Optimization exercise on an open flow, not production practice.
RTL: at most simulated, not proved equivalent.
Function not checked: runs 2 and 3.
Clock network not from TritonCTS: every run shown here.
The clock port is an ideal driver here.
Power: default activity.

==> flow/design.v <==
module Fifo
(
input clk,rst, wr_en, rd_en,
input           [7:0] buf_in,
output reg      [7:0] buf_out,
output          [7:0] fifo_counter,
output          buf_empty,
output reg      buf_full
);
reg  [6:0]  cnt_o;    
reg         ne_o;     
reg  [7:0]  lo_r;     
reg  [8:0]  hi_r;     
reg         sh;       
reg  [7:0]  ent [63:0];
assign fifo_counter = {1'b0, cnt_o};
assign buf_empty    = ~ne_o;
wire [7:0] lo = {lo_r[7:1], ~lo_r[0]};
wire [8:0] hi = {hi_r[8:1], ~hi_r[0]};
wire empty = lo[0] & hi[0];      
wire full  = hi[8];              
wire at1   = lo[1] & hi[0];      
wire at63  = lo[7] & hi[7];      
wire [7:0] lo_inc = {lo[6:0], lo[7]};
wire [7:0] lo_dec = {lo[0], lo[7:1]};
wire [8:0] hi_inc = lo[7] ? {hi[7:0], 1'b0} : hi;
wire [8:0] hi_dec = lo[0] ? {1'b0, hi[8:1]} : hi;
function [6:0] enc;
     input [7:0] l;
     input [8:0] h;
     begin
          enc[0] = l[1] | l[3] | l[5] | l[7];
          enc[1] = l[2] | l[3] | l[6] | l[7];
          enc[2] = l[4] | l[5] | l[6] | l[7];
          enc[3] = h[1] | h[3] | h[5] | h[7];
          enc[4] = h[2] | h[3] | h[6] | h[7];
          enc[5] = h[4] | h[5] | h[6] | h[7];
          enc[6] = h[8];
     end
endfunction
wire [6:0] b_hold = enc(lo, hi);
wire [6:0] b_inc  = enc(lo_inc, hi_inc);
wire [6:0] b_dec  = enc(lo_dec, hi_dec);
wire [7:0] lo_10 = full  ? lo : lo_inc;
wire [8:0] hi_10 = full  ? hi : hi_inc;
wire [6:0] b_10  = full  ? b_hold : b_inc;
wire       f_10  = full | at63;
wire [7:0] lo_01 = empty ? lo : lo_dec;
wire [8:0] hi_01 = empty ? hi : hi_dec;
wire [6:0] b_01  = empty ? b_hold : b_dec;
wire       ne_01 = ~(empty | at1);
wire [7:0] lo_11 = full ? lo_dec : (empty ? lo_inc : lo);
wire [8:0] hi_11 = full ? hi_dec : (empty ? hi_inc : hi);
wire [6:0] b_11  = full ? b_dec  : (empty ? b_inc  : b_hold);
reg  [7:0] lo_nx;
reg  [8:0] hi_nx;
reg  [6:0] b_nx;
reg        ne_nx, f_nx;
always @*
begin
     case ({wr_en, rd_en})
     2'b10:   begin lo_nx = lo_10; hi_nx = hi_10; b_nx = b_10;   ne_nx = 1'b1;   f_nx = f_10; end
     2'b01:   begin lo_nx = lo_01; hi_nx = hi_01; b_nx = b_01;   ne_nx = ne_01;  f_nx = 1'b0; end
     2'b11:   begin lo_nx = lo_11; hi_nx = hi_11; b_nx = b_11;   ne_nx = 1'b1;   f_nx = 1'b0; end
     default: begin lo_nx = lo;    hi_nx = hi;    b_nx = b_hold; ne_nx = ~empty; f_nx = full; end
     endcase
end
always @(posedge clk or posedge rst)
begin
if (rst) begin
     cnt_o    <= 7'd0;
     ne_o     <= 1'b0;
     buf_full <= 1'b0;
     lo_r     <= 8'd0;
     hi_r     <= 9'd0;
end else begin
     cnt_o    <= b_nx;
     ne_o     <= ne_nx;
     buf_full <= f_nx;
     lo_r     <= {lo_nx[7:1], ~lo_nx[0]};
     hi_r     <= {hi_nx[8:1], ~hi_nx[0]};
end
end
wire [7:0] head = sh ? ent[1] : ent[0];
wire       re   = rd_en & ~empty;
always @(posedge clk or posedge rst)
begin
if (rst) begin
     buf_out <= 8'd0;
     sh      <= 1'b0;
end else begin
     if (re)
          buf_out <= head;
     sh <= re;
end
end
integer i;
always @(posedge clk)
begin
     for (i = 0; i < 64; i = i + 1)
          if (wr_en && lo[i % 8] && hi[i / 8])
               ent[i] <= buf_in;
          else if (sh && i < 63)
               ent[i] <= ent[i + 1];
end
endmodule
==> flow/flow/run.sh <==
#!/bin/bash
# The standard layout (standard.sh), except that the clock tree is built
# by flow/mycts.tcl (hooked in through ORFS's PRE_CTS_TCL): the clock port
# drives MY_CTS_COLS clkbuf_16 roots, each driving MY_CTS_ROWS clkbuf_16
# leaves, each driving an equal group of nearby flip-flops.
set -euo pipefail
export PRE_CTS_TCL=$PWD/flow/pre_cts.tcl
export MY_CTS_COLS=4
export MY_CTS_ROWS=6
bash standard.sh > standard.log 2>&1
==> flow/flow/mycts.tcl <==
proc my_clock_tree {ncol nrow} {
  set block [ord::get_db_block]
  set db [ord::get_db]
  set master [$db findMaster sky130_fd_sc_hd__clkbuf_16]
  set clk [$block findNet clk]
  set sinks {}
  foreach it [$clk getITerms] {
    set inst [$it getInst]
    set bb [$inst getBBox]
    set x [expr {([$bb xMin] + [$bb xMax]) / 2}]
    set y [expr {([$bb yMin] + [$bb yMax]) / 2}]
    lappend sinks [list $x $y $it]
  }
  set n [llength $sinks]
  # columns by x, equal counts
  set sx [lsort -integer -index 0 $sinks]
  set per_col [expr {($n + $ncol - 1) / $ncol}]
  set root_i 0
  set leaf_i 0
  for {set c 0} {$c < $ncol} {incr c} {
    set col [lrange $sx [expr {$c * $per_col}] [expr {($c + 1) * $per_col - 1}]]
    if {[llength $col] == 0} continue
    set rnet [odb::dbNet_create $block "clknet_root_$c"]
    $rnet setSigType CLOCK
    set rinst [odb::dbInst_create $block $master "clkbuf_root_$c"]
    [$rinst findITerm A] connect $clk
    [$rinst findITerm X] connect $rnet
    set sy [lsort -integer -index 1 $col]
    set m [llength $sy]
    set per_row [expr {($m + $nrow - 1) / $nrow}]
    set lx 0; set ly 0; set nl 0
    for {set r 0} {$r < $nrow} {incr r} {
      set grp [lrange $sy [expr {$r * $per_row}] [expr {($r + 1) * $per_row - 1}]]
      if {[llength $grp] == 0} continue
      set lnet [odb::dbNet_create $block "clknet_leaf_${c}_$r"]
      $lnet setSigType CLOCK
      set linst [odb::dbInst_create $block $master "clkbuf_leaf_${c}_$r"]
      [$linst findITerm A] connect $rnet
      [$linst findITerm X] connect $lnet
      set gx 0; set gy 0
      foreach s $grp {
        lassign $s x y it
        $it disconnect
        $it connect $lnet
        set gx [expr {$gx + $x}]; set gy [expr {$gy + $y}]
      }
      set gx [expr {$gx / [llength $grp]}]
      set gy [expr {$gy / [llength $grp]}]
      $linst setLocation $gx $gy
      $linst setPlacementStatus PLACED
      set lx [expr {$lx + $gx}]; set ly [expr {$ly + $gy}]; incr nl
    }
    $rinst setLocation [expr {$lx / $nl}] [expr {$ly / $nl}]
    $rinst setPlacementStatus PLACED
  }
  $clk setSigType CLOCK
  puts "my_clock_tree: $n sinks, $ncol roots, $ncol x $nrow leaves"
}
==> flow/flow/pre_cts.tcl <==
# Sourced by ORFS's cts.tcl (PRE_CTS_TCL) just before it builds the clock
# tree: replace TritonCTS with the two-level tree of mycts.tcl. The rest of
# cts.tcl (legalisation, timing repair) runs as usual.
source [file join [file dirname [info script]] mycts.tcl]
rename clock_tree_synthesis _tritoncts
proc clock_tree_synthesis {args} {
  my_clock_tree $::env(MY_CTS_COLS) $::env(MY_CTS_ROWS)
}
==> flow/standard.sh <==
#!/bin/bash
# synth_recipe.tcl (not shown) runs the flow's synth.tcl, then flattens the netlist and writes it again
# the make line also repeats each setting of config.mk as NAME=value (left out here)
make -C /OpenROAD-flow-scripts/flow DESIGN_CONFIG=/design/flow/config.mk WORK_HOME=/design/flow/orfs CLKGATE_MAP_FILE= SYNTH_SCRIPT=/design/flow/synth_recipe.tcl "${@:-finish}"
==> flow/config.mk <==
export PLATFORM = sky130hd
export DESIGN_NAME = Fifo
export DESIGN_NICKNAME = Fifo
export VERILOG_FILES = /design/flow/design.v
export SDC_FILE = /design/flow/constraint.sdc
export NUM_CORES = 4
export LEC_CHECK = 0
export ABC_CLOCK_PERIOD_IN_PS = 1000
export CAP_MARGIN = 20
export CORE_MARGIN = 2
export CORE_UTILIZATION = 65
export SETUP_SLACK_MARGIN = 2.7
export SLEW_MARGIN = 20
export TNS_END_PERCENT = 5
==> flow/constraint.sdc <==
create_clock -name core_clock -period 4.0 [get_ports {clk}]
set_input_delay 0.8000 -clock core_clock [delete_from_list [all_inputs] [get_ports {clk}]]
set_output_delay 0.8000 -clock core_clock [all_outputs]
set_load 0.01 [all_outputs]
==> results.py, run 1 <==
metrics = {
    "run_status": {
        "status": "timing/DRC/antenna clean",
    },
    "job": {
        "drv_cap": 0,
    },
    "critical_path": {
        "ff2ff_setup_slack_ns": 2.19,
        "arrival_ns": 2.02,
        "crit_path_start_kind": "register",
        "path_class": "reg -> reg",
        "crit_end": "cnt_o[3]$_DFF_PP0_",
        "critPathLaunch": "hi_r[1]$_DFFE_PP0P_",
        "r2r-start": "hi_r[1]$_DFFE_PP0P_",
        "crit_required_ns": 4.22,
        "reg2regPathDepth": 3,
        "r2r-end": "cnt_o[3]$_DFF_PP0_",
        "cp-end-kind": "register",
        "cp_max_fo": 15,
    },
    "synthesis": {
        "synthTopCellsByCount": "edfxtp_1, mux2_2, mux2_4, nand2b_1, clkbuf_1",
        "yosysMostFrequentCell": "edfxtp_1",
        "ys_top_cells_by_area": "edfxtp_1, mux2_2, mux2_4, dfrtp_1, nand2b_1",
        "ys.flop_type": "edfxtp_1",
        "ys_ff_latch": 547,
        "syn_inst": 1473,
        "synth_compound_area_share_pct": 2.27,
        "synth.avg_cell_area_um2": 16.7,
        "ys_seq_area_share_pct": 65.6,
        "muxShareOfSynthArea_pct": 24.1,
        "yosys.area.top_type_share_pct": 61.4,
        "synth-edff-count": 504,
        "synth_top_family_by_area": "multiplexers",
        "synth_async_sr_flop_share_pct": 6.40,
        "synthAdderAreaFrac_pct": 0,
        "synth_cell_type_count": 68,
        "yosys.area.top_type": "edfxtp_1",
        "syn_area_mm2": 0.0247,
        "ys_warn_count": 2,
        "syn_nets": 1485,
        "synthSimpleGateAreaFrac_pct": 5.78,
        "synth_xor_xnor_area_share_pct": 0,
    },
    "grt": {
        "grt.total_usage_pct": 24.0,
        "grt_overflow": 0,
        "grt_max_degree": 50,
        "grt_pass1_wl_um": 72400,
        "antenna_found_initial": 0,
        "grt_pass1_vias": 12200,
    },
    "pwr": {
        "p_total_uw": 16500,
        "ir_drop_mv": 0.352,
        "p_leak_uw": 0.0104,
        "p_per_area_mw_per_mm2": 599,
    },
    "floorplanning": {
        "chipHeight_um": 199,
        "die_w_um": 199,
        "die_area_mm2": 0.0395,
        "start_util_pct": 65.8,
        "std_cell_rows": 71,
        "ios": 30,
        "coreArea_mm2": 0.0375,
    },
    "drt": {
        "drc_errors": 0,
        "via_count": 12600,
        "dr.pass1.iters": 6,
        "drt_iter0_drc": 1112,
        "wl_per_cell_um": 24.6,
        "ant_nets": 0,
        "via_per_inst": 6.24,
        "wl_um": 49600,
    },
    "finish": {
        "diodes": 0,
        "nets": 1523,
        "final-seq-area_mm2": 0.0162,
        "fillers": 2281,
        "layout-drive-gt1-share_pct": 53.3,
        "final_design_area_no_fill_mm2": 0.0275,
        "multiInputGateArea_mm2": 0.00881,
        "area_growth_pct": 11.5,
    },
    "timing": {
        "skew_ns": 0.0186,
        "max_freq_mhz": 553,
        "post-route-period-util_pct": 45.2,
        "setup_tns_ns": 0,
        "final.setup.worst_slack_ns": 2.19,
        "worst_slew_pin_slew_ns": 0.682,
        "maxSlewHeadroom_pct": 54.5,
        "finalSetupViolations": 0,
        "fin_crit_ns": 1.81,
        "holdWs_ns": 0.507,
        "finalHoldViolCount": 0,
        "rsz0062_at_grt": "yes",
        "drv_slew": 0,
    },
    "placement": {
        "gp_congestion": 0.813,
        "portBuffers": 28,
        "preCtsSetupSlack_ns": 0.678,
        "placed_area_mm2": 0.0256,
        "dpl.hpwl_um": 28900,
    },
    "clock_tree": {
        "clk_latency_ns": 0.35,
        "clk_pin_slew_ns": 0.10,
    },
    "min_path": {
        "hold_path.class": "reg -> reg",
    },
}
==> cell type report <==
cell class	count	area share [%]
Buffer	28	2.55
Inverter	10	0.200
Multi-Input combinational cell	811	32.1
Sequential cell	547	58.9
Tap cell	511	2.33
Timing Repair Buffer	113	3.95
==> critical path, cell delays in order (launching register included) <==
cell and delay (ns):
dfrtp_4 0.67, or4_1 0.63, o211ai_1 0.23, o211ai_1 0.16
==> cells in the final DEF (no fill, tap or decap), drive strengths merged, types with 3 or more instances in the layout <==
| cell | count |
|---|---|
| nand2b | 64 |
| mux2i | 11 |
| nor2 | 24 |
| buf | 94 |
| nand2 | 86 |
| nor2b | 6 |
| clkbuf | 46 |
| and3 | 5 |
| dfxtp | 8 |
| nor3b | 6 |
| dfrtp | 35 |
| and2 | 7 |
| nor3 | 7 |
| mux2 | 496 |
| a221o | 8 |
| o21ai | 15 |
| clkinvlp | 4 |
| or3 | 3 |
| nand3 | 6 |
| edfxtp | 504 |
| o21bai | 3 |
| a222oi | 5 |
| inv | 6 |
| a21oi | 20 |
==> state kept, by name, summed over array words and instances (netlist names), named ones only <==
register,cells
lo_r,7
buf_out,8
ne_o,1
sh,1
ent,512
buf_full,1
hi_r,8
cnt_o,7
==> kinds of logic after synthesis <==
group	Yosys count
other	1
flip-flops	547
AND/OR/NAND/NOR	224
multiplexers	507
AO/OA/AOI/OAI	77
buffers and inverters	117
==> worst min-delay path by stage <==
stage / startpoint / to / slack (ns) / depth (start not counted)
final: buf_out[1]$_DFFE_PP0P_ / buf_out[1]$_DFFE_PP0P_ / 0.51 / 2
after global routing: ent[51][4]$_DFFE_PP_ / ent[50][4]$_DFFE_PP_ / 0.56 / 1
after CTS: buf_out[4]$_DFFE_PP0P_ / buf_out[4]$_DFFE_PP0P_ / 0.47 / 2
after detailed placement: buf_out[4]$_DFFE_PP0P_ / buf_out[4]$_DFFE_PP0P_ / 0.47 / 2
after global placement: buf_out[7]$_DFFE_PP0P_ / buf_out[7]$_DFFE_PP0P_ / 0.47 / 2
after floorplan: ent[0][0]$_DFF_P_ / ent[0][0]$_DFF_P_ / 0.50 / 2
==> per-layer routing <==
layer / vias to the layer above / share of wire (%) / global-route usage [%]
met2: 350 / 47 / 39.0
met4: 0 / 2.7 / 4.51
li1: 5690 / - / -
met5: - / 0 / 0
met3: 80 / 4.1 / 0.882
met1: 6494 / 46 / 37.0
==> stage by stage <==
stage               utilization (%)  instances
finish                         73.4       2020
global route                   73.4       2020
CTS                            71.6       1976
detailed placement             68.4       1936
global placement               68.3       1935
floorplan                         -       1473
==> repair_timing <==
action                                   CTS  global route
buffers inserted                          11            40
endpoints found under the setup margin  1103          1099
cloned                                     1             4
hold buffers                               0             0
gates resized for setup                  124           110
pin swaps                                  3            11
==> report_power, final <==
group | internal [uW] | total [uW] | switching (uW) | leakage [uW]
clock network | 1260 | 2860 | 1600 | 0.000345
registers | 8520 | 9290 | 768 | 0.00536
logic | 2180 | 4310 | 2130 | 0.00470
total | 12000 | 16500 | 4500 | 0.0104
==> run 2: changes to the inputs <==
--- a/flow/design.v
+++ b/flow/design.v
@@ -12,6 +12,8 @@
 reg  [7:0]  lo_r;     
 reg  [8:0]  hi_r;     
 reg         sh;       
+reg         wq;       
+reg  [7:0]  din_q;    
 reg  [7:0]  ent [63:0];
 assign fifo_counter = {1'b0, cnt_o};
 assign buf_empty    = ~ne_o;
@@ -81,25 +83,30 @@
      hi_r     <= {hi_nx[8:1], ~hi_nx[0]};
 end
 end
-wire [7:0] head = sh ? ent[1] : ent[0];
+wire [7:0] head = (wq && at1) ? din_q : (sh ? ent[1] : ent[0]);
 wire       re   = rd_en & ~empty;
+wire       we   = wr_en & ~full;
 always @(posedge clk or posedge rst)
 begin
 if (rst) begin
      buf_out <= 8'd0;
      sh      <= 1'b0;
+     wq      <= 1'b0;
 end else begin
      if (re)
           buf_out <= head;
      sh <= re;
+     wq <= we;
 end
 end
+always @(posedge clk)
+     din_q <= buf_in;
 integer i;
 always @(posedge clk)
 begin
      for (i = 0; i < 64; i = i + 1)
-          if (wr_en && lo[i % 8] && hi[i / 8])
-               ent[i] <= buf_in;
+          if (wq && lo_dec[i % 8] && hi_dec[i / 8])
+               ent[i] <= din_q;
           else if (sh && i < 63)
                ent[i] <= ent[i + 1];
 end
==> run 2 against run 1 <==
Effect of this change:
- critical path depth up 3
- area after synthesis down 1.0%
- global-route usage up 2.0 points
- critical endpoint is now ent[2][7]$_DFFE_PP_
- largest cell class unchanged
- largest power group unchanged
- highest routed layer unchanged
==> results.py, run 2 <==
metrics = {
    "finish": {
        "nets": 1591,
        "final_design_area_no_fill_mm2": 0.0273,
        "max_flop_register": "ent",
        "area_growth_pct": 11.9,
        "fillers": 2238,
        "largest_reg_flops": 512,
        "layout_common_cells": "edfxtp_1, mux2_2, nand2_1",
        "layout-drive-gt1-share_pct": 50.9,
        "final_common_cell": "edfxtp_1",
    },
    "synthesis": {
        "ys_seq_area_share_pct": 67.0,
        "synth_async_sr_flop_share_pct": 6.47,
        "syn_inst": 1522,
        "syn_area_mm2": 0.0244,
        "ys_warn_count": 2,
        "synthTopCellsByCount": "edfxtp_1, mux2_2, clkbuf_1, nand2_1, o21ai_0",
        "yosys.area.top_type": "edfxtp_1",
        "ys_top_cells_by_area": "edfxtp_1, mux2_2, dfrtp_1, nor2_2, or2_2",
        "synth.avg_cell_area_um2": 16.0,
        "synth_cell_type_count": 55,
        "yosys.area.top_type_share_pct": 62.0,
        "yosysMostFrequentCell": "edfxtp_1",
        "synth-edff-count": 504,
        "ys.flop_type": "edfxtp_1",
        "syn_nets": 1534,
        "ys_ff_latch": 556,
    },
    "placement": {
        "placed_area_mm2": 0.0251,
        "portBuffers": 28,
        "gp_congestion": 0.823,
        "dpl.hpwl_um": 30100,
    },
    "floorplanning": {
        "ios": 30,
        "std_cell_rows": 70,
        "start_util_pct": 66.3,
        "die_w_um": 198,
        "die_area_mm2": 0.0391,
        "chipHeight_um": 198,
        "coreArea_mm2": 0.0368,
    },
    "critical_path": {
        "crit_path_start_kind": "register",
        "crit_required_ns": 4.11,
        "cp-end-kind": "register",
        "path_class": "reg -> reg",
        "arrival_ns": 2.09,
        "crit_chain": "buf_12, nor2b_4, a21oi_4, buf_12, nor2_2, mux2_2",
        "slowest_stage": "dfrtp_4",
        "cp_max_fo": 7,
        "slowest_delay_ns": 0.54,
        "cp_common_cell": "buf_12",
    },
    "pwr": {
        "p_leak_uw": 0.00929,
        "ir_drop_mv": 0.375,
        "p_total_uw": 17300,
        "p_per_area_mw_per_mm2": 634,
    },
    "clock_tree": {
        "clk_latency_ns": 0.35,
        "clk_pin_slew_ns": 0.10,
        "ctsHoldBuffers": 0,
    },
    "timing": {
        "drv_slew": 0,
        "finalSetupViolations": 0,
        "setup_tns_ns": 0,
        "post-route-period-util_pct": 49.7,
        "fin_crit_ns": 1.99,
        "finalHoldViolCount": 0,
        "max_freq_mhz": 503,
        "skew_ns": 0.0251,
        "holdWs_ns": 0.521,
        "rsz0062_at_grt": "yes",
        "worst_slew_pin_slew_ns": 0.892,
        "maxSlewHeadroom_pct": 40.5,
    },
    "drt": {
        "wl_per_cell_um": 24.9,
        "wl_um": 50900,
        "drt_iter0_drc": 941,
        "via_per_inst": 6.36,
        "dr.pass1.iters": 5,
        "via_count": 13000,
        "ant_nets": 0,
        "drc_errors": 0,
    },
    "min_path": {
        "hold_path.class": "reg -> reg",
    },
    "grt": {
        "grt_pass1_vias": 13200,
        "grt_overflow": 0,
        "grt_max_degree": 58,
        "grt.total_usage_pct": 26.0,
        "grt_pass1_wl_um": 77200,
        "antenna_found_initial": 3,
    },
    "job": {
        "drv_cap": 0,
    },
    "run_status": {
        "status": "timing/DRC/antenna clean",
    },
}
==> run 2: final cells by class <==
| cell class | count | area (um2) | share of cell area, % |
|---|---|---|---|
| sequential | 556 | 16400 | 60.0 |
| multi-input combinational | 872 | 8460 | 31.0 |
| timing repair buffer | 105 | 1110 | 4.07 |
| buffer | 28 | 701 | 2.57 |
| tap | 468 | 586 | 2.14 |
| inverter | 16 | 66.3 | 0.243 |
| antenna | 1 | 2.50 | 0.00916 |
==> run 2: worst max-delay path, delay by kind of cell (launching register included) <==
kind                   cells  cell delay [ns]
buffers and inverters      2             0.33
multiplexers               1             0.36
AND/OR/NAND/NOR            2             0.44
flip-flops                 1             0.54
AO/OA/AOI/OAI              1             0.06
==> run 2: metal layers <==
layer | track usage [%] | up-vias | wire, um
li1 | - | 5848 | -
met1 | 36.7 | 6677 | 21700
met2 | 43.9 | 397 | 25000
met3 | 2.20 | 84 | 2550
met4 | 7.44 | 0 | 1590
met5 | 0 | - | 0
==> run 2: kinds of logic after synthesis <==
family                 after synthesis  share of synthesized area, %
flip-flops                         556                          67.0
buffers and inverters              114                          1.88
AND/OR/NAND/NOR                    248                          5.43
multiplexers                       498                          23.0
AO/OA/AOI/OAI                      105                          2.60
other                                1                        0.0154
==> run 2: through the flow <==
| stage | setup WS, ns | util (%) | std cells |
|---|---|---|---|
| CTS | 2.03 | 73.6 | 2022 |
| global placement | 1.21 | 68.2 | 1939 |
| global route | 1.97 | 74.2 | 2046 |
| floorplan | 2.09 | - | 1522 |
| finish | 2.01 | 74.2 | 2046 |
| detailed placement | 1.12 | 68.3 | 1941 |
==> run 2: repair_timing <==
item / in CTS / in global routing
pin swaps: 27 / 12
endpoints found under the hold margin: 0 / 0
resized for setup: 166 / 56
setup buffers: 36 / 16
cloned: 17 / 7
setup endpoints to repair: 1108 / 1099
==> run 2: power breakdown <==
| group | internal, uW | switching (uW) |
|---|---|---|
| sequential | 8700 | 826 |
| clock | 1260 | 1630 |
| combinational | 2390 | 2510 |
| total | 12300 | 4970 |
==> run 2: final timing paths <==
path                                           start                   end  slack, ns  cells after the start
worst max-delay path                        register   ent[2][7]$_DFFE_PP_       2.01                      6
worst min-delay path            ent[40][4]$_DFFE_PP_  ent[39][4]$_DFFE_PP_       0.52                      2
worst max register to register              register   ent[2][7]$_DFFE_PP_       2.01                      6
worst min register to register  ent[40][4]$_DFFE_PP_  ent[39][4]$_DFFE_PP_       0.52                      2
max in group asynchronous                        rst          wq$_DFF_PP0_       2.50                      3
min in group asynchronous                        rst    cnt_o[1]$_DFF_PP0_       0.85                      2
==> run 3: changes to the inputs <==
--- a/flow/flow/run.sh
+++ b/flow/flow/run.sh
@@ -6,5 +6,5 @@
 set -euo pipefail
 export PRE_CTS_TCL=$PWD/flow/pre_cts.tcl
 export MY_CTS_COLS=4
-export MY_CTS_ROWS=6
+export MY_CTS_ROWS=8
 bash standard.sh > standard.log 2>&1
==> run 3 against run 2 <==
Effect of this change:
- still clean
- synthesized cell count stayed put
- utilization is 0.33 points higher
- die area stayed put
- sequential cell count stayed put
- critical path depth stayed put
- highest routed layer unchanged
==> results.py, run 3 <==
metrics = {
    "floorplanning": {
        "ios": 30,
        "std_cell_rows": 70,
        "start_util_pct": 66.3,
        "coreArea_mm2": 0.0368,
        "die_w_um": 198,
        "chipHeight_um": 198,
        "die_area_mm2": 0.0391,
    },
    "finish": {
        "nets": 1592,
        "layout_common_cells": "edfxtp_1, mux2_2, nand2_1",
        "final_common_cell": "edfxtp_1",
        "max_flop_register": "ent",
        "diodes": 0,
        "layout-drive-gt1-share_pct": 50.8,
        "area_growth_pct": 12.4,
        "largest_reg_flops": 512,
        "instances_no_fill": 2046,
    },
    "timing": {
        "fin_crit_ns": 2.01,
        "finalHoldViolCount": 0,
        "setup_tns_ns": 0,
        "post-route-period-util_pct": 50.2,
        "drv_slew": 0,
        "finalSetupViolations": 0,
        "final.setup.worst_slack_ns": 1.99,
        "worst_slew_pin_slew_ns": 0.908,
        "max_freq_mhz": 498,
        "skew_ns": 0.0314,
        "maxSlewHeadroom_pct": 39.5,
        "rsz0062_at_grt": "yes",
    },
    "critical_path": {
        "slowest_delay_ns": 0.55,
        "path_class": "reg -> reg",
        "cp_common_cell": "buf_12",
        "cp_max_fo": 9,
        "crit_path_start_kind": "register",
        "slowest_stage": "dfrtp_4",
        "crit_chain": "buf_12, mux2i_4, buf_12, nor2_4, buf_12, mux2_2",
        "cp_top_family": "flip-flops",
        "crit_required_ns": 4.09,
        "cp_num_buf_inv": 3,
        "arrival_ns": 2.10,
        "cp-end-kind": "register",
    },
    "synthesis": {
        "syn_area_mm2": 0.0244,
        "synth_async_sr_flop_share_pct": 6.47,
        "synthTopCellsByCount": "edfxtp_1, mux2_2, clkbuf_1, nand2_1, o21ai_0",
        "ys_top_cells_by_area": "edfxtp_1, mux2_2, dfrtp_1, nor2_2, or2_2",
        "yosys.area.top_type": "edfxtp_1",
        "ys_ff_latch": 556,
        "syn_nets": 1534,
        "synth_cell_type_count": 55,
        "synth.avg_cell_area_um2": 16.0,
        "ys_seq_area_share_pct": 67.0,
        "ys.flop_type": "edfxtp_1",
        "syn_inst": 1522,
        "synth-edff-count": 504,
        "yosys.area.top_type_share_pct": 62.0,
        "ys_warn_count": 2,
        "yosysMostFrequentCell": "edfxtp_1",
    },
    "grt": {
        "grt_overflow": 0,
        "antenna_found_initial": 0,
        "grt_pass1_wl_um": 77700,
        "grt_max_degree": 58,
        "grt_pass1_vias": 13400,
        "grt.total_usage_pct": 26.2,
    },
    "job": {
        "drv_cap": 0,
    },
    "drt": {
        "ant_nets": 0,
        "drc_errors": 0,
        "dr.pass1.iters": 5,
        "via_count": 13100,
        "via_per_inst": 6.41,
        "wl_per_cell_um": 25.0,
        "drt_iter0_drc": 939,
        "wl_um": 51100,
    },
    "placement": {
        "dpl.hpwl_um": 30100,
        "portBuffers": 28,
        "gp_congestion": 0.823,
        "dp_cells": 1941,
        "preCtsSetupSlack_ns": 1.12,
    },
    "clock_tree": {
        "clk_pin_slew_ns": 0.08,
        "ctsHoldBuffers": 0,
        "clk_latency_ns": 0.36,
    },
    "pwr": {
        "p_per_area_mw_per_mm2": 643,
        "ir_drop_mv": 0.375,
        "p_leak_uw": 0.00936,
    },
    "min_path": {
        "hold_path.class": "reg -> reg",
        "hold_path_startpoint": "buf_out[1]$_DFFE_PP0P_",
    },
    "run_status": {
        "status": "timing/DRC/antenna clean",
    },
}
[run 3: cell types whose count changed in the layout (fill, tap and decap cells not counted), sizes merged]
| cell | change |
|---|---|
| buf | -7 |
| clkbuf | +8 |
| clkinvlp | -1 |
| diode | -1 |
| inv | +1 |
[run 3: routing by layer]
metal / global-route usage (%) / routed length [um] / up-vias
li1: - / - / 5857
met1: 37.0 / 21500 / 6717
met2: 43.9 / 25200 / 433
met3: 2.42 / 2710 / 98
met4: 7.57 / 1670 / 0
met5: 0 / 0 / -
[run 3: kinds of logic after synthesis]
family | count (synthesis) | synth area share, %
buffers and inverters | 114 | 1.88
multiplexers | 498 | 23.0
flip-flops | 556 | 67.0
other | 1 | 0.0154
AND/OR/NAND/NOR | 248 | 5.43
AO/OA/AOI/OAI | 105 | 2.60
[run 3: layout make-up]
type	instances	area, um2
inverters	16	62.6
flip-flops and latches	556	16400
plain buffers	36	901
fillers	2229	9360
well taps	468	586
repair buffers	98	1060
multi-input cells	872	8430
[run 3: report_power, final]
part           total (uW)  internal, uW  leakage [uW]  switching [uW]
combinational        4810          2330       0.00344            2480
clock                3290          1600      0.000444            1680
sequential           9540          8700       0.00548             835
[run 3: worst paths after layout]
path,end,slack [ns],cells after the start
setup reg to reg,ent[12][1]$_DFFE_PP_,1.99,6
setup / recovery,ent[12][1]$_DFFE_PP_,1.99,6
hold reg to reg,buf_out[1]$_DFFE_PP0P_,0.52,2
hold / removal,buf_out[1]$_DFFE_PP0P_,0.52,2
min in group asynchronous,buf_out[2]$_DFFE_PP0P_,0.85,2
max in group asynchronous,wq$_DFF_PP0_,2.50,3
[run 3: tightest hold or removal path, stage by stage, from the launching register on]
cell and delay, ns:
dfrtp_1 0.37, nand2_1 0.05, o21ai_0 0.07
[run 3: repair_timing]
item / CTS / global route
resized for setup: 167 / 48
pin swaps: 30 / 9
hold endpoints to repair: 0 / 0
buffers inserted: 35 / 10
setup endpoints to repair: 1108 / 1099
gates cloned: 18 / 6
[run 3: metrics by stage]
stage	hold slack (ns)	cell area, um2	power (uW)	util, %
2_1_floorplan	0.406	24500	12200	-
3_3_place_gp	0.481	25100	13300	68.2
5_1_grt	0.546	27400	18400	74.6
4_1_cts	0.508	27300	17000	74.2
3_5_place_dp	0.503	25100	13400	68.3
6_report	0.518	27400	17600	74.6
==> run 4: changes to the inputs <==
--- a/flow/design.v
+++ b/flow/design.v
@@ -14,6 +14,8 @@
 reg         sh;       
 reg         wq;       
 reg  [7:0]  din_q;    
+reg  [7:0]  wlo;      
+reg  [7:0]  whi;      
 reg  [7:0]  ent [63:0];
 assign fifo_counter = {1'b0, cnt_o};
 assign buf_empty    = ~ne_o;
@@ -92,11 +94,15 @@
      buf_out <= 8'd0;
      sh      <= 1'b0;
      wq      <= 1'b0;
+     wlo     <= 8'd0;
+     whi     <= 8'd0;
 end else begin
      if (re)
           buf_out <= head;
-     sh <= re;
-     wq <= we;
+     sh  <= re;
+     wq  <= we;
+     wlo <= re ? lo_dec : lo;
+     whi <= we ? (re ? hi_dec[7:0] : hi[7:0]) : 8'd0;
 end
 end
 always @(posedge clk)
@@ -105,7 +111,7 @@
 always @(posedge clk)
 begin
      for (i = 0; i < 64; i = i + 1)
-          if (wq && lo_dec[i % 8] && hi_dec[i / 8])
+          if (wlo[i % 8] && whi[i / 8])
                ent[i] <= din_q;
           else if (sh && i < 63)
                ent[i] <= ent[i + 1];
==> run 4 against run 3 <==
Effect of this change:
- register-to-register slack better by 0.29 ns
- maximum frequency is 16% higher
- global-route usage is 1.5 points lower
- cell count is 1.6% higher
- wire length is 3.2% lower
- combinational power is 29% lower
- clock skew is 0.015 ns lower
- highest routed layer unchanged
- die area is 1.8% higher
- via count is 0.92% lower
- sequential power is 1% lower
- sequential cell count is 16 higher
- worst hold slack better by 0.018 ns
==> results.py, run 4 <==
metrics = {
    "synthesis": {
        "synthSimpleGateAreaFrac_pct": 4.70,
        "synthAdderAreaFrac_pct": 0,
        "syn_inst": 1551,
        "ys.flop_type": "edfxtp_1",
        "ys_top_cells_by_area": "edfxtp_1, mux2_2, dfrtp_1, nand2_1, nand2b_1",
        "synthTopCellsByCount": "edfxtp_1, mux2_2, nand2_1",
        "synth.avg_cell_area_um2": 16.0,
        "muxShareOfSynthArea_pct": 23.3,
        "syn_area_mm2": 0.0249,
        "yosys.area.top_type": "edfxtp_1",
        "synth_cell_type_count": 52,
        "yosysMostFrequentCell": "edfxtp_1",
        "yosys.area.top_type_share_pct": 60.9,
        "synth_top_family_by_area": "multiplexers",
        "synth_xor_xnor_area_share_pct": 0,
        "synth-edff-count": 504,
        "synth_async_sr_flop_share_pct": 9.09,
        "ys_seq_area_share_pct": 67.4,
        "ys_ff_latch": 572,
        "synth_compound_area_share_pct": 2.56,
        "ys_warn_count": 2,
        "syn_nets": 1563,
    },
    "grt": {
        "grt.total_usage_pct": 24.7,
        "grt_pass1_wl_um": 75700,
        "antenna_found_initial": 1,
        "grt_overflow": 0,
        "grt_pass1_vias": 13500,
        "grt_max_degree": 50,
    },
    "critical_path": {
        "slowest_stage": "dfrtp_1",
        "cp-end-kind": "primary output",
        "crit_path_start_kind": "register",
        "cp_num_buf_inv": 1,
        "path_class": "reg -> out",
        "arrival_ns": 0.93,
        "slowest_delay_ns": 0.39,
        "cp_top_family": "flip-flops",
        "cp_max_fo": 1,
        "crit_chain": "dlymetal6s2s_1",
        "crit_required_ns": 3.20,
    },
    "drt": {
        "wl_per_cell_um": 23.8,
        "via_per_inst": 6.25,
        "wl_um": 49500,
        "dr.pass1.iters": 5,
        "drt_iter0_drc": 695,
        "via_count": 13000,
        "ant_nets": 0,
        "drc_errors": 0,
    },
    "clock_tree": {
        "clk_latency_ns": 0.36,
        "ctsHoldBuffers": 0,
        "clk_pin_slew_ns": 0.08,
    },
    "run_status": {
        "status": "timing/DRC/antenna clean",
    },
    "timing": {
        "fin_crit_ns": 1.73,
        "rsz0062_at_grt": "yes",
        "finalHoldViolCount": 0,
        "finalSetupViolations": 0,
        "drv_slew": 0,
        "skew_ns": 0.0167,
        "max_freq_mhz": 577,
        "setup_tns_ns": 0,
        "worst_slew_pin_slew_ns": 0.894,
        "maxSlewHeadroom_pct": 40.1,
        "post-route-period-util_pct": 43.3,
        "holdWs_ns": 0.536,
    },
    "finish": {
        "diodes": 0,
        "layout_common_cells": "edfxtp_1, mux2_2, nand2_1",
        "layout-drive-gt1-share_pct": 47.6,
        "nets": 1582,
        "area_growth_pct": 10.4,
        "max_flop_register": "ent",
        "largest_reg_flops": 512,
        "final_common_cell": "edfxtp_1",
    },
    "pwr": {
        "ir_drop_mv": 0.512,
        "p_leak_uw": 0.00989,
        "p_per_area_mw_per_mm2": 588,
    },
    "placement": {
        "gp_congestion": 0.871,
        "dpl.hpwl_um": 28600,
        "portBuffers": 28,
    },
    "floorplanning": {
        "coreArea_mm2": 0.0377,
        "ios": 30,
        "die_w_um": 200,
        "chipHeight_um": 200,
        "die_area_mm2": 0.0398,
        "std_cell_rows": 71,
        "start_util_pct": 66.0,
    },
    "job": {
        "drv_cap": 0,
    },
    "min_path": {
        "hold_path.class": "reg -> reg",
    },
}
[run 4: cell count changes after synthesis, moves of 6 or more]
cell      delta
inv_1        -7
a21oi_1      +6
nor2_1      +23
or2_2       -55
clkbuf_1    +20
dfrtp_1     +16
o221ai_1     -6
nor2_2      -56
nand2b_1    +53
o21ai_0     -37
mux2_2      +22
nand2_1     +30
a221o_1      +6
[run 4: timing repair]
action / in CTS / in global routing
pin swaps: 22 / 2
buffers inserted: 26 / 24
gates cloned: 4 / 2
resized for setup: 83 / 153
endpoints found under the setup margin: 1144 / 1130
[run 4: cells by family after synthesis]
| kind of cell | count (synthesis) |
|---|---|
| buffers and inverters | 124 |
| flip-flops | 572 |
| other | 1 |
| AO/OA/AOI/OAI | 92 |
| AND/OR/NAND/NOR | 246 |
| multiplexers | 516 |
[run 4: power by group]
part           switching, uW  leakage (uW)  total (uW)  internal [uW]
combinational           1670       0.00376        3410           1750
sequential               950       0.00568        9400           8450
clock                   1720      0.000444        3330           1600
[run 4: path summary, 6_finish.rpt]
kind                                        start                      to  slack [ns]  cells past startpoint
min in group asynchronous                     rst     lo_r[3]$_DFFE_PP0P_        0.97                      2
min reg2reg                buf_out[6]$_DFFE_PP0P_  buf_out[6]$_DFFE_PP0P_        0.54                      2
max in group asynchronous                     rst        wlo[7]$_DFF_PP0_        2.43                      3
max                            cnt_o[1]$_DFF_PP0_         fifo_counter[1]        2.27                      1
max reg2reg                              register     lo_r[6]$_DFFE_PP0P_        2.28                      4
min                        buf_out[6]$_DFFE_PP0P_  buf_out[6]$_DFFE_PP0P_        0.54                      2
[run 4: layout make-up]
type | instances | area (um2)
repair inverters | 1 | 5.00
inverters | 9 | 55.1
flip-flops and latches | 572 | 16800
plain buffers | 36 | 901
fillers | 2390 | 10200
repair buffers | 94 | 951
multi-input cells | 856 | 8060
well taps | 511 | 639
[run 4: per-layer routing]
layer	vias to the layer above	GRT usage [%]	wire, um
li1	5903	-	-
met1	6632	35.0	21600
met2	354	42.6	24400
met3	95	1.70	2160
met4	0	4.94	1280
met5	-	0	0
[run 4: through the flow]
| step | setup slack, ns | cells | instance area (um2) | total power [uW] | utilization, % |
|---|---|---|---|---|---|
| 6_report | 2.27 | 2079 | 27400 | 16100 | 72.8 |
| 5_1_grt | 2.23 | 2079 | 27400 | 16800 | 72.8 |
| 4_1_cts | 2.00 | 2053 | 26800 | 15300 | 71.3 |
| 3_5_place_dp | 0.955 | 1987 | 25400 | 12300 | 67.5 |
| 3_3_place_gp | 0.990 | 1987 | 25400 | 12200 | 67.5 |
| 2_1_floorplan | 2.07 | 1551 | 24900 | 11300 | - |
==> run 5: changes to the inputs <==
--- a/flow/config.mk
+++ b/flow/config.mk
@@ -11,4 +11,4 @@
 export CORE_UTILIZATION = 65
 export SETUP_SLACK_MARGIN = 2.7
 export SLEW_MARGIN = 20
-export TNS_END_PERCENT = 5
+export TNS_END_PERCENT = 30
==> run 5 against run 4 <==
Effect of this change:
- synthesized cell count did not move
- combinational power rose by about 60%
- sequential power barely moved
- cell count rose by 9.9%
- maximum frequency fell by 2.3%
- critical path depth did not move
- area after synthesis did not move
- clock power rose by 2%
- largest cell class unchanged
- highest routed layer unchanged
==> results.py, run 5 <==
metrics = {
    "run_status": {
        "status": "timing/DRC/antenna clean",
    },
    "placement": {
        "gp_congestion": 0.861,
        "dpl.hpwl_um": 29400,
        "placed_area_mm2": 0.0257,
        "preCtsSetupSlack_ns": 1.14,
        "portBuffers": 28,
    },
    "critical_path": {
        "cp_top_family": "flip-flops",
        "slowest_delay_ns": 0.44,
        "crit_chain": "clkbuf_2",
        "crit_path_start_kind": "register",
        "cp_max_fo": 2,
        "arrival_ns": 0.97,
        "crit_required_ns": 3.20,
        "path_class": "reg -> out",
        "ff2ff_setup_slack_ns": 2.25,
        "cp_num_buf_inv": 1,
        "cp-end-kind": "primary output",
        "slowest_stage": "dfrtp_1",
    },
    "pwr": {
        "ir_drop_mv": 0.461,
        "p_total_uw": 18300,
        "p_leak_uw": 0.0122,
        "p_per_area_mw_per_mm2": 581,
    },
    "grt": {
        "antenna_found_initial": 0,
        "met2_usage_pct": 46.4,
        "gr-max-usage-layer": "met2",
        "grt_overflow": 0,
        "grt_max_degree": 38,
        "grt_pass1_wl_um": 81700,
        "grt.total_usage_pct": 27.4,
        "grtUsageMet3_pct": 2.14,
        "met1_usage_pct": 39.4,
        "grt_pass1_vias": 13700,
    },
    "drt": {
        "via_per_inst": 6.39,
        "wl_um": 62700,
        "ant_nets": 0,
        "via_count": 14600,
        "drt_iter0_drc": 1030,
        "drc_errors": 0,
        "dr.pass1.iters": 5,
        "wl_per_cell_um": 27.4,
    },
    "finish": {
        "fillers": 1799,
        "nets": 1787,
        "max_flop_register": "ent",
        "layout-drive-gt1-share_pct": 58.2,
        "final_util_pct": 83.5,
        "area_growth_pct": 26.5,
        "layout_common_cells": "edfxtp_1, mux2_2, mux2_4",
        "final_design_area_no_fill_mm2": 0.0314,
        "final_common_cell": "edfxtp_1",
        "largest_reg_flops": 512,
    },
    "synthesis": {
        "yosys.area.top_type": "edfxtp_1",
        "syn_area_mm2": 0.0249,
        "yosysMostFrequentCell": "edfxtp_1",
        "synth_cell_type_count": 52,
        "synth-edff-count": 504,
        "ys_seq_area_share_pct": 67.4,
        "ys_warn_count": 2,
        "synth.avg_cell_area_um2": 16.0,
        "synth_async_sr_flop_share_pct": 9.09,
        "ys_top_cells_by_area": "edfxtp_1, mux2_2, dfrtp_1, nand2_1, nand2b_1",
        "ys.flop_type": "edfxtp_1",
        "ys_ff_latch": 572,
        "synthTopCellsByCount": "edfxtp_1, mux2_2, nand2_1",
        "yosys.area.top_type_share_pct": 60.9,
        "syn_inst": 1551,
        "syn_nets": 1563,
    },
    "timing": {
        "rsz0062_at_grt": "yes",
        "drv_slew": 0,
        "fin_crit_ns": 1.77,
        "setup_tns_ns": 0,
        "finalSetupViolations": 0,
        "finalHoldViolCount": 0,
        "post-route-period-util_pct": 44.3,
        "max_freq_mhz": 564,
        "maxSlewHeadroom_pct": 42.5,
        "worst_slew_pin_slew_ns": 0.858,
        "final.setup.worst_slack_ns": 2.23,
        "skew_ns": 0.0211,
    },
    "clock_tree": {
        "clk_pin_slew_ns": 0.08,
        "clk_latency_ns": 0.37,
        "ctsHoldBuffers": 0,
    },
    "floorplanning": {
        "ios": 30,
        "chipHeight_um": 200,
        "start_util_pct": 66.0,
        "std_cell_rows": 71,
        "die_w_um": 200,
        "die_area_mm2": 0.0398,
        "coreArea_mm2": 0.0377,
    },
    "min_path": {
        "hold_path.class": "in -> async",
    },
    "job": {
        "drv_cap": 0,
    },
}
run 5: cell counts after synthesis:
Identical to the previous run, type by type.
run 5: area by class of cell:
type / instances / area [um2] / share of cell area (%)
Tap cell: 511 / 639 / 2.03
Multi-Input combinational cell: 878 / 10000 / 31.8
Inverter: 9 / 50.0 / 0.159
Antenna cell: 1 / 2.50 / 0.00796
Buffer: 36 / 901 / 2.87
Timing Repair Buffer: 277 / 2980 / 9.49
Sequential cell: 572 / 16900 / 53.6
Timing Repair inverter: 1 / 5.00 / 0.0159
run 5: through the flow:
| stage | hold slack [ns] | instances |
|---|---|---|
| finish | 0.430 | 2285 |
| global route | 0.431 | 2284 |
| CTS | 0.477 | 2111 |
| detailed placement | 0.477 | 1990 |
| global placement | 0.474 | 1990 |
| floorplan | 0.406 | 1551 |
run 5: cell families after synthesis:
family / count (synthesis) / synth area share [%]
flip-flops: 572 / 67.4
multiplexers: 516 / 23.3
AND/OR/NAND/NOR: 246 / 4.70
buffers and inverters: 124 / 2.01
AO/OA/AOI/OAI: 92 / 2.56
other: 1 / 0.0151
run 5: layer usage:
metal / wire (um) / part of all wire [%] / up-vias
met5: 0 / 0 / -
met4: 1810 / 2.9 / 0
met3: 3570 / 5.7 / 127
met2: 30900 / 49 / 526
met1: 26400 / 42 / 7607
li1: - / - / 6340
run 5: final timing paths:
path / start / endpoint / depth (start not counted)
worst min-delay path: rst / lo_r[7]$_DFFE_PP0P_ / 2
min in group core_clock: buf_out[6]$_DFFE_PP0P_ / buf_out[6]$_DFFE_PP0P_ / 2
worst max register to register: lo_r[7]$_DFFE_PP0P_ / cnt_o[5]$_DFF_PP0_ / 5
worst min register to register: buf_out[6]$_DFFE_PP0P_ / buf_out[6]$_DFFE_PP0P_ / 2
max in group asynchronous: rst / whi[4]$_DFF_PP0_ / 2
worst max-delay path: buf_out[7]$_DFFE_PP0P_ / buf_out[7] / 1
run 5: what timing repair did:
item / in CTS / in global routing
setup buffers: 73 / 154
resized for setup: 290 / 375
endpoints found under the hold margin: 0 / 0
setup endpoints to repair: 1142 / 1049
cloned: 12 / 19
pin swaps: 19 / 33
run 5: where the power goes:
part	total [uW]	switching, uW	leakage (uW)	internal (uW)
combinational	5460	2630	0.00612	2830
sequential	9400	932	0.00567	8470
clock	3390	1790	0.000444	1610
==> run 6: changes to the inputs <==
==> flow/flow/run.sh (replaced) <==
#!/bin/bash
# The standard layout (standard.sh), except that:
# - the clock tree is built by flow/mycts.tcl (hooked in through ORFS's
#   PRE_CTS_TCL): the clock port drives MY_CTS_COLS roots, each driving
#   MY_CTS_ROWS leaves, each driving an equal group of nearby flip-flops;
# - the port buffers that ORFS adds to every input and output are
#   BUFFER_CELL instead of the smallest buffer.
# Everything standard.sh runs logs to standard.log and ORFS's own logs.
set -euo pipefail
export PRE_CTS_TCL=$PWD/flow/pre_cts.tcl
export MY_CTS_COLS=4
export MY_CTS_ROWS=10
export MY_CTS_ROOT_CELL=sky130_fd_sc_hd__buf_16
export MY_CTS_LEAF_CELL=sky130_fd_sc_hd__clkbuf_8
export BUFFER_PORTS_ARGS="-buffer_cell sky130_fd_sc_hd__buf_6"
bash standard.sh > standard.log 2>&1
--- a/flow/flow/mycts.tcl
+++ b/flow/flow/mycts.tcl
@@ -1,7 +1,12 @@
 proc my_clock_tree {ncol nrow} {
   set block [ord::get_db_block]
   set db [ord::get_db]
-  set master [$db findMaster sky130_fd_sc_hd__clkbuf_16]
+  set rcell sky130_fd_sc_hd__clkbuf_16
+  set lcell sky130_fd_sc_hd__clkbuf_16
+  if {[info exists ::env(MY_CTS_ROOT_CELL)]} { set rcell $::env(MY_CTS_ROOT_CELL) }
+  if {[info exists ::env(MY_CTS_LEAF_CELL)]} { set lcell $::env(MY_CTS_LEAF_CELL) }
+  set rmaster [$db findMaster $rcell]
+  set lmaster [$db findMaster $lcell]
   set clk [$block findNet clk]
   set sinks {}
   foreach it [$clk getITerms] {
@@ -22,7 +27,7 @@
     if {[llength $col] == 0} continue
     set rnet [odb::dbNet_create $block "clknet_root_$c"]
     $rnet setSigType CLOCK
-    set rinst [odb::dbInst_create $block $master "clkbuf_root_$c"]
+    set rinst [odb::dbInst_create $block $rmaster "clkbuf_root_$c"]
     [$rinst findITerm A] connect $clk
     [$rinst findITerm X] connect $rnet
     set sy [lsort -integer -index 1 $col]
@@ -34,7 +39,7 @@
       if {[llength $grp] == 0} continue
       set lnet [odb::dbNet_create $block "clknet_leaf_${c}_$r"]
       $lnet setSigType CLOCK
-      set linst [odb::dbInst_create $block $master "clkbuf_leaf_${c}_$r"]
+      set linst [odb::dbInst_create $block $lmaster "clkbuf_leaf_${c}_$r"]
       [$linst findITerm A] connect $rnet
       [$linst findITerm X] connect $lnet
       set gx 0; set gy 0
--- a/flow/config.mk
+++ b/flow/config.mk
@@ -11,4 +11,4 @@
 export CORE_UTILIZATION = 65
 export SETUP_SLACK_MARGIN = 2.7
 export SLEW_MARGIN = 20
-export TNS_END_PERCENT = 30
+export TNS_END_PERCENT = 5
==> run 6 against run 5 <==
Effect of this change:
- maximum frequency fell by 3.2%
- first-iteration DRC count rose by 0.39%
- area after synthesis stayed put
- total power is 13% lower
- synthesized cell count unchanged
- combinational power is 32% lower
- register-to-register slack worse by 0.08 ns
==> results.py, run 6 <==
metrics = {
    "synthesis": {
        "synth.avg_cell_area_um2": 16.0,
        "ys_ff_latch": 572,
        "yosys.area.top_type": "edfxtp_1",
        "syn_inst": 1551,
        "yosys.area.top_type_share_pct": 60.9,
        "yosysMostFrequentCell": "edfxtp_1",
        "ys_warn_count": 2,
        "ys_top_cells_by_area": "edfxtp_1, mux2_2, dfrtp_1, nand2_1, nand2b_1",
        "synthTopCellsByCount": "edfxtp_1, mux2_2, nand2_1",
        "ys.flop_type": "edfxtp_1",
        "syn_nets": 1563,
        "synth_async_sr_flop_share_pct": 9.09,
        "synth-edff-count": 504,
        "syn_area_mm2": 0.0249,
        "synth_cell_type_count": 52,
        "ys_seq_area_share_pct": 67.4,
    },
    "drt": {
        "wl_met3_um": 2550,
        "wl_met1_um": 22700,
        "drc_errors": 0,
        "top_layer_used": "met4",
        "wl_um": 51400,
        "dr.pass1.iters": 6,
        "ant_nets": 0,
        "wl_per_cell_um": 24.4,
        "via_per_inst": 6.34,
        "wl_met2_um": 24600,
        "via_count": 13300,
        "drt_iter0_drc": 1034,
    },
    "timing": {
        "fin_crit_ns": 1.83,
        "setup_tns_ns": 0,
        "max_freq_mhz": 547,
        "worst_slew_pin_slew_ns": 0.718,
        "final.setup.worst_slack_ns": 2.17,
        "post-route-period-util_pct": 45.7,
        "drv_slew": 0,
        "maxSlewHeadroom_pct": 52.1,
        "rsz0062_at_grt": "yes",
        "finalHoldViolCount": 0,
        "skew_ns": 0.0333,
        "finalSetupViolations": 0,
    },
    "clock_tree": {
        "clk_latency_ns": 0.32,
        "ctsHoldBuffers": 0,
        "clk_pin_slew_ns": 0.10,
    },
    "critical_path": {
        "slowest_delay_ns": 0.49,
        "crit_required_ns": 4.21,
        "arrival_ns": 2.04,
        "slowest_stage": "dfrtp_4",
        "cp_top_family": "compound AO/OA/AOI/OAI gates",
        "cp_num_buf_inv": 2,
        "crit_path_start_kind": "register",
        "crit_chain": "buf_2, clkbuf_4, a21boi_0, o32ai_1, a31oi_1",
        "path_class": "reg -> reg",
        "cp_max_fo": 10,
        "cp-end-kind": "register",
    },
    "floorplanning": {
        "ios": 30,
        "coreArea_mm2": 0.0377,
        "die_w_um": 200,
        "start_util_pct": 66.0,
        "die_area_mm2": 0.0398,
        "std_cell_rows": 71,
        "chipHeight_um": 200,
    },
    "pwr": {
        "p_per_area_mw_per_mm2": 576,
        "p_total_uw": 15900,
        "p_leak_uw": 0.0100,
        "ir_drop_mv": 0.371,
    },
    "grt": {
        "grt_max_degree": 53,
        "grt_overflow": 0,
        "grt_pass1_vias": 13100,
        "grt_pass1_wl_um": 74800,
        "antenna_found_initial": 0,
        "grt.total_usage_pct": 24.6,
    },
    "job": {
        "drv_cap": 0,
    },
    "placement": {
        "gp_congestion": 0.859,
        "dp_cells": 1986,
        "portBuffers": 28,
        "preCtsSetupSlack_ns": 1.42,
        "dpl.hpwl_um": 28400,
    },
    "finish": {
        "layout-drive-gt1-share_pct": 48.8,
        "largest_reg_flops": 512,
        "nets": 1607,
        "layout_common_cells": "edfxtp_1, mux2_2, nand2_1",
        "max_flop_register": "ent",
        "final_util_pct": 73.4,
        "instances_no_fill": 2104,
        "area_growth_pct": 11.3,
        "diodes": 0,
        "final_common_cell": "edfxtp_1",
    },
    "min_path": {
        "hold_path.class": "reg -> reg",
    },
    "run_status": {
        "status": "timing/DRC/antenna clean",
    },
}
==> run 6: cell counts after synthesis <==
No cell type changed its count.
==> run 6: worst reg2reg max path, cell delays in order (launching register included) <==
cell and delay (ns):
dfrtp_4 0.49, buf_2 0.20, clkbuf_4 0.24, a21boi_0 0.42
o32ai_1 0.19, a31oi_1 0.21
==> run 6: metrics by stage <==
step                      area (um2)  hold slack (ns)
after global routing           27700            0.536
final                          27700            0.516
after floorplan                24900            0.406
after detailed placement       25500            0.497
after CTS                      26700            0.497
after global placement         25400            0.492
==> run 6: timing repair <==
item	CTS	global route
setup buffers	25	41
pin swaps	15	18
cloned	3	5
resized for setup	77	131
endpoints found under the setup margin	1127	1087
==> run 6: cells by family after synthesis <==
| kind of cell | synth area share, % |
|---|---|
| other cells | 0.0151 |
| buf+inv | 2.01 |
| compound gates | 2.56 |
| flops | 67.4 |
| simple gates | 4.70 |
| mux | 23.3 |
==> run 6: report_power, final <==
part / switching [uW] / total, uW / internal [uW]
Clock: 1660 / 2790 / 1130
Sequential: 963 / 9430 / 8460
Combinational: 1810 / 3700 / 1890
==> run 6: layout make-up <==
type	instances	area (um2)
Sequential cell	572	16800
Fill cell	2381	10000
Multi-Input combinational cell	861	8250
Timing Repair Buffer	107	1200
Buffer	44	661
Tap cell	511	639
Inverter	9	47.5
==> run 6: routing by layer <==
metal	track usage, %	vias to the layer above
met4	5.35	0
met2	40.7	431
met3	1.97	117
met5	0	-
met1	36.1	6846
li1	-	5942
==> run 6: final timing paths <==
check                                       startpoint                     end  slack [ns]  cells past startpoint
worst min-delay path            buf_out[2]$_DFFE_PP0P_  buf_out[2]$_DFFE_PP0P_        0.52                      2
worst max-delay path                          register                register        2.17                      5
min in group asynchronous                          rst      cnt_o[5]$_DFF_PP0_        0.68                      3
max in group asynchronous                          rst     lo_r[7]$_DFFE_PP0P_        2.77                      3
worst max register to register                register                register        2.17                      5
worst min register to register  buf_out[2]$_DFFE_PP0P_  buf_out[2]$_DFFE_PP0P_        0.52                      2
==> run 7: changes to the inputs <==
==> flow/flow/run.sh (replaced) <==
#!/bin/bash
# The standard layout (standard.sh), except that:
# - the clock tree is built by flow/mycts.tcl (hooked in through ORFS's
#   PRE_CTS_TCL): the clock port drives MY_CTS_COLS roots, each driving
#   MY_CTS_ROWS leaves, each driving an equal group of nearby flip-flops;
# - the port buffers that ORFS adds to every input and output are
#   buf_6 instead of the smallest buffer;
# - timing repair may resize a cell to one of another footprint
#   (MATCH_CELL_FOOTPRINT=0; the platform sets 1).
# Everything standard.sh runs logs to standard.log and ORFS's own logs.
set -euo pipefail
export PRE_CTS_TCL=$PWD/flow/pre_cts.tcl
export MY_CTS_COLS=4
export MY_CTS_ROWS=8
export MY_CTS_ROOT_CELL=sky130_fd_sc_hd__buf_16
export MY_CTS_LEAF_CELL=sky130_fd_sc_hd__clkbuf_16
export BUFFER_PORTS_ARGS="-buffer_cell sky130_fd_sc_hd__buf_6"
bash standard.sh MATCH_CELL_FOOTPRINT=0 finish > standard.log 2>&1
==> run 7 against run 6 <==
Effect of this change:
- still clean on timing, DRC and antenna
- maximum frequency is 1.5% lower
- combinational power barely moved
- critical path depth grew 1
- clock skew is 0.021 ns lower
- die area is the same
- sequential cell count did not move
- setup slack got worse by 0.027 ns
- via count is 0.55% lower
- cell count is 0.19% lower
- first-iteration DRC count shrank 13%
- clock power grew 21%
- sequential share of layout area is 0.60 points lower
- highest routed layer unchanged
==> results.py, run 7 <==
metrics = {
    "floorplanning": {
        "start_util_pct": 66.0,
        "die_w_um": 200,
        "ios": 30,
        "coreArea_mm2": 0.0377,
        "die_area_mm2": 0.0398,
        "std_cell_rows": 71,
        "chipHeight_um": 200,
    },
    "placement": {
        "preCtsSetupSlack_ns": 1.42,
        "gp_congestion": 0.859,
        "dpl.hpwl_um": 28400,
        "portBuffers": 28,
        "placed_area_mm2": 0.0255,
    },
    "drt": {
        "via_count": 13300,
        "drt_iter0_drc": 901,
        "drc_errors": 0,
        "via_per_inst": 6.32,
        "ant_nets": 0,
        "dr.pass1.iters": 6,
        "wl_um": 51200,
        "wl_per_cell_um": 24.4,
    },
    "finish": {
        "largest_reg_flops": 512,
        "final_common_cell": "edfxtp_1",
        "diodes": 0,
        "layout_common_cells": "edfxtp_1, mux2_2, nand2_1",
        "final_design_area_no_fill_mm2": 0.0279,
        "nets": 1603,
        "final_util_pct": 74.1,
        "fillers": 2293,
        "layout-drive-gt1-share_pct": 48.9,
        "area_growth_pct": 12.4,
        "max_flop_register": "ent",
    },
    "timing": {
        "rsz0062_at_grt": "yes",
        "maxSlewHeadroom_pct": 51.3,
        "skew_ns": 0.0122,
        "fin_crit_ns": 1.86,
        "worst_slew_pin_slew_ns": 0.730,
        "drv_slew": 0,
        "max_freq_mhz": 538,
        "setup_tns_ns": 0,
        "finalSetupViolations": 0,
        "post-route-period-util_pct": 46.4,
        "holdWs_ns": 0.512,
        "final.setup.worst_slack_ns": 2.14,
        "finalHoldViolCount": 0,
    },
    "critical_path": {
        "cp_max_fo": 7,
        "crit_chain": "o21ai_4, buf_6, nor2_4, buf_4, o31ai_2, o221ai_1",
        "crit_required_ns": 4.18,
        "cp_num_buf_inv": 2,
        "cp-end-kind": "register",
        "cp_top_family": "compound AO/OA/AOI/OAI gates",
        "ff2ff_setup_slack_ns": 2.14,
        "slowest_delay_ns": 0.54,
        "path_class": "reg -> reg",
        "crit_path_start_kind": "register",
        "arrival_ns": 2.03,
        "slowest_stage": "dfrtp_4",
    },
    "pwr": {
        "switchingPower_uw": 4490,
        "ir_drop_mv": 0.415,
        "internal-power_uw": 12000,
        "seqPwrFrac_pct": 57.1,
        "p_per_area_mw_per_mm2": 590,
        "pwr-share-comb_pct": 22.4,
        "clkPwrFrac_pct": 20.5,
        "swShare_pct": 27.3,
        "p_leak_uw": 0.0101,
    },
    "clock_tree": {
        "clk_pin_slew_ns": 0.08,
        "ctsHoldBuffers": 0,
        "clk_latency_ns": 0.33,
    },
    "grt": {
        "grt_max_degree": 53,
        "grt_pass1_vias": 13000,
        "grt_overflow": 0,
        "antenna_found_initial": 1,
        "grt.total_usage_pct": 24.6,
        "grt_pass1_wl_um": 74900,
    },
    "synthesis": {
        "ys_top_cells_by_area": "edfxtp_1, mux2_2, dfrtp_1, nand2_1, nand2b_1",
        "synth_cell_type_count": 52,
        "yosysMostFrequentCell": "edfxtp_1",
        "ys_warn_count": 2,
        "syn_area_mm2": 0.0249,
        "syn_nets": 1563,
        "synth_async_sr_flop_share_pct": 9.09,
        "yosys.area.top_type_share_pct": 60.9,
        "syn_inst": 1551,
        "synthTopCellsByCount": "edfxtp_1, mux2_2, nand2_1",
        "ys_seq_area_share_pct": 67.4,
        "synth.avg_cell_area_um2": 16.0,
        "yosys.area.top_type": "edfxtp_1",
        "synth-edff-count": 504,
        "ys.flop_type": "edfxtp_1",
        "ys_ff_latch": 572,
    },
    "min_path": {
        "hold_path_startpoint": "buf_out[2]$_DFFE_PP0P_",
        "hold_path.class": "reg -> reg",
    },
    "job": {
        "drv_cap": 0,
    },
    "run_status": {
        "status": "timing/DRC/antenna clean",
    },
}
-- run 7: metrics by stage --
stage          total power [uW]  instances
3_3_place_gp              12200       1985
3_5_place_dp              12300       1986
6_report                  16500       2100
4_1_cts                   15300       2049
5_1_grt                   17100       2100
2_1_floorplan             11300       1551
-- run 7: per-layer routing --
layer / up-vias / wire length, um / track usage (%)
li1: 5941 / - / -
met1: 6867 / 22300 / 36.0
met2: 364 / 25000 / 41.1
met3: 91 / 2410 / 2.06
met4: 0 / 1370 / 4.86
met5: - / 0 / 0
-- run 7: path summary, 6_finish.rpt --
| kind | endpoint | cells past startpoint |
|---|---|---|
| worst max register to register | hi_r[1]$_DFFE_PP0P_ | 6 |
| worst min-delay path | buf_out[2]$_DFFE_PP0P_ | 2 |
| max in group asynchronous | wlo[6]$_DFF_PP0_ | 3 |
| worst min register to register | buf_out[2]$_DFFE_PP0P_ | 2 |
| min in group asynchronous | hi_r[5]$_DFFE_PP0P_ | 3 |
| worst max-delay path | hi_r[1]$_DFFE_PP0P_ | 6 |
-- run 7: timing repair --
action,CTS,global route
gates resized for setup,68,153
gates cloned,3,5
setup buffers,24,46
pin swaps,16,24
hold endpoints to repair,0,0
setup endpoints to repair,1127,1090
-- run 7: area by class of cell --
type                            count  area [um2]  share of cell area, %
Tap cell                          511         639                   2.29
Inverter                            9        50.0                  0.179
Sequential cell                   572       16800                   60.3
Timing Repair Buffer              111        1220                   4.38
Buffer                             36         911                   3.26
Multi-Input combinational cell    861        8260                   29.6
-- run 7: cell families (layout without fill, tap and decap cells) --
logic type,count (synthesis),after routing,share of synthesized area (%)
mux,516,516,23.3
flops,572,572,67.4
other cells,1,1,0.0151
compound gates,92,93,2.56
simple gates,246,251,4.70
buf+inv,124,156,2.01
-- run 7: worst register-to-register path: cells and delay by family (launching register included) --
| kind | cells | cell delay, ns |
|---|---|---|
| AO/OA/AOI/OAI | 3 | 0.81 |
| flip-flops | 1 | 0.54 |
| buffers and inverters | 2 | 0.31 |
| AND/OR/NAND/NOR | 1 | 0.04 |
-- run 7: power by group through the flow --
stage	logic (uW)	registers, uW	clock network, uW
after global routing	4000	9530	3620
after detailed placement	2820	9520	0
final	3690	9400	3380
after global placement	2730	9520	0
after CTS	3050	9570	2710
after floorplan	2480	8800	0
==> run 8: changes to the inputs <==
--- a/flow/config.mk
+++ b/flow/config.mk
@@ -5,7 +5,7 @@
 export SDC_FILE = /design/flow/constraint.sdc
 export NUM_CORES = 4
 export LEC_CHECK = 0
-export ABC_CLOCK_PERIOD_IN_PS = 1000
+export ABC_CLOCK_PERIOD_IN_PS = 150
 export CAP_MARGIN = 20
 export CORE_MARGIN = 2
 export CORE_UTILIZATION = 65
==> run 8 against run 7 <==
Effect of this change:
- still clean
- combinational power barely moved
- die area stayed put
- clock skew unchanged
- utilization stayed put
- maximum frequency unchanged
- worst hold slack unchanged
- cell count is the same
- via count stayed put
- sequential power barely moved
- total power unchanged
- sequential cell count did not move
- register-to-register slack is essentially flat
- critical path type unchanged
- largest power group unchanged
- highest routed layer unchanged
==> results.py, run 8 <==
metrics = {
    "timing": {
        "finalSetupViolations": 0,
        "final.setup.worst_slack_ns": 2.14,
        "drv_slew": 0,
        "fin_crit_ns": 1.86,
    },
    "synthesis": {
        "synth_async_sr_flop_share_pct": 9.09,
        "yosysMostFrequentCell": "edfxtp_1",
        "synth.avg_cell_area_um2": 16.0,
        "ys_top_cells_by_area": "edfxtp_1, mux2_2, dfrtp_1, nand2_1, nand2b_1",
        "syn_area_mm2": 0.0249,
        "ys.flop_type": "edfxtp_1",
        "yosys.area.top_type": "edfxtp_1",
        "ys_seq_area_share_pct": 67.4,
        "syn_inst": 1551,
        "ys_ff_latch": 572,
        "synthTopCellsByCount": "edfxtp_1, mux2_2, nand2_1",
        "synth_cell_type_count": 52,
        "synth-edff-count": 504,
        "ys_warn_count": 2,
        "syn_nets": 1563,
    },
    "critical_path": {
        "ff2ff_setup_slack_ns": 2.14,
        "cp_max_fo": 7,
        "crit_path_start_kind": "register",
        "reg2regPathDepth": 6,
        "arrival_ns": 2.03,
        "cp_top_family": "compound AO/OA/AOI/OAI gates",
        "slowest_stage": "dfrtp_4",
        "slowest_delay_ns": 0.54,
        "r2r-end": "hi_r[1]$_DFFE_PP0P_",
        "crit_required_ns": 4.18,
        "crit_chain": "o21ai_4, buf_6, nor2_4, buf_4, o31ai_2, o221ai_1",
        "path_class": "reg -> reg",
        "cp_num_buf_inv": 2,
    },
    "finish": {
        "largest_reg_flops": 512,
        "fillers": 2293,
        "area_growth_pct": 12.4,
        "max_flop_register": "ent",
        "layout_common_cells": "edfxtp_1, mux2_2, nand2_1",
        "final_design_area_no_fill_mm2": 0.0279,
        "diodes": 0,
        "final-seq-area_mm2": 0.0168,
        "final_common_cell": "edfxtp_1",
        "nets": 1603,
    },
    "grt": {
        "grt_max_degree": 53,
        "grt_pass1_wl_um": 74900,
        "grt_pass1_vias": 13000,
        "grt.total_usage_pct": 24.6,
        "grt_overflow": 0,
    },
    "placement": {
        "gp_congestion": 0.859,
        "portBuffers": 28,
        "preCtsSetupSlack_ns": 1.42,
        "placed_area_mm2": 0.0255,
    },
    "min_path": {
        "holdPathEnd": "buf_out[2]$_DFFE_PP0P_",
        "hold_path_startpoint": "buf_out[2]$_DFFE_PP0P_",
        "holdPathStages": 2,
    },
    "drt": {
        "wl_um": 51200,
        "drc_errors": 0,
        "via_per_inst": 6.32,
        "ant_nets": 0,
        "via_count": 13300,
        "drt_iter0_drc": 901,
        "dr.pass1.iters": 6,
    },
    "floorplanning": {
        "ios": 30,
        "die_w_um": 200,
        "std_cell_rows": 71,
        "coreArea_mm2": 0.0377,
        "start_util_pct": 66.0,
    },
    "run_status": {
        "status": "timing/DRC/antenna clean",
    },
    "clock_tree": {
        "clk_latency_ns": 0.33,
        "clk_pin_slew_ns": 0.08,
    },
    "pwr": {
        "p_per_area_mw_per_mm2": 590,
        "p_leak_uw": 0.0101,
    },
}
==> run 8: cell type report <==
| class | count | share of cell area [%] |
|---|---|---|
| Sequential cell | 572 | 60.3 |
| Buffer | 36 | 3.26 |
| Timing Repair Buffer | 111 | 4.38 |
| Multi-Input combinational cell | 861 | 29.6 |
| Tap cell | 511 | 2.29 |
| Inverter | 9 | 0.179 |
==> run 8: through the flow <==
stage	cells	power [uW]	hold slack (ns)	utilization, %
2_1_floorplan	1551	11300	0.406	-
3_3_place_gp	1985	12200	0.492	67.5
3_5_place_dp	1986	12300	0.497	67.6
4_1_cts	2049	15300	0.497	71.4
5_1_grt	2100	17100	0.532	74.1
6_report	2100	16500	0.512	74.1
==> run 8: worst max-delay path by stage <==
stage / endpoint / slack, ns / depth (start not counted)
after global placement: lo_r[7]$_DFFE_PP0P_ / 1.46 / 5
after floorplan: lo_r[7]$_DFFE_PP0P_ / 2.07 / 8
after CTS: lo_r[1]$_DFFE_PP0P_ / 2.04 / 6
final: hi_r[1]$_DFFE_PP0P_ / 2.14 / 6
after detailed placement: lo_r[1]$_DFFE_PP0P_ / 1.42 / 5
after global routing: hi_r[1]$_DFFE_PP0P_ / 2.14 / 6
==> run 8: what timing repair did <==
| item | 4_1_cts | 5_1_grt |
|---|---|---|
| endpoints found under the setup margin | 1127 | 1090 |
| resized for setup | 68 | 153 |
| hold buffers | 0 | 0 |
| gates cloned | 3 | 5 |
| pin swaps | 16 | 24 |
| buffers inserted | 24 | 46 |
| hold endpoints to repair | 0 | 0 |
==> run 8: routing by layer <==
layer / wire length (um) / track usage (%)
met1: 22300 / 36.0
met2: 25000 / 41.1
met5: 0 / 0
met4: 1370 / 4.86
met3: 2410 / 2.06
==> run 8: cells by family (layout without fill, tap and decap cells) <==
kind of cell,after synthesis,in the layout,synth area share (%)
other cells,1,1,0.0151
flops,572,572,67.4
buf+inv,124,156,2.01
simple gates,246,251,4.70
mux,516,516,23.3
compound gates,92,93,2.56
==> run 8: tightest hold or removal path, cell delays in order (launching register included) <==
cell and delay (ns):
dfrtp_1 0.37, nand2_1 0.05, o21ai_0 0.06
==> run 8: where the power goes <==
group | leakage [uW] | internal (uW) | switching [uW]
registers | 0.00568 | 8460 | 940
clock network | 0.000445 | 1650 | 1740
logic | 0.00401 | 1870 | 1820
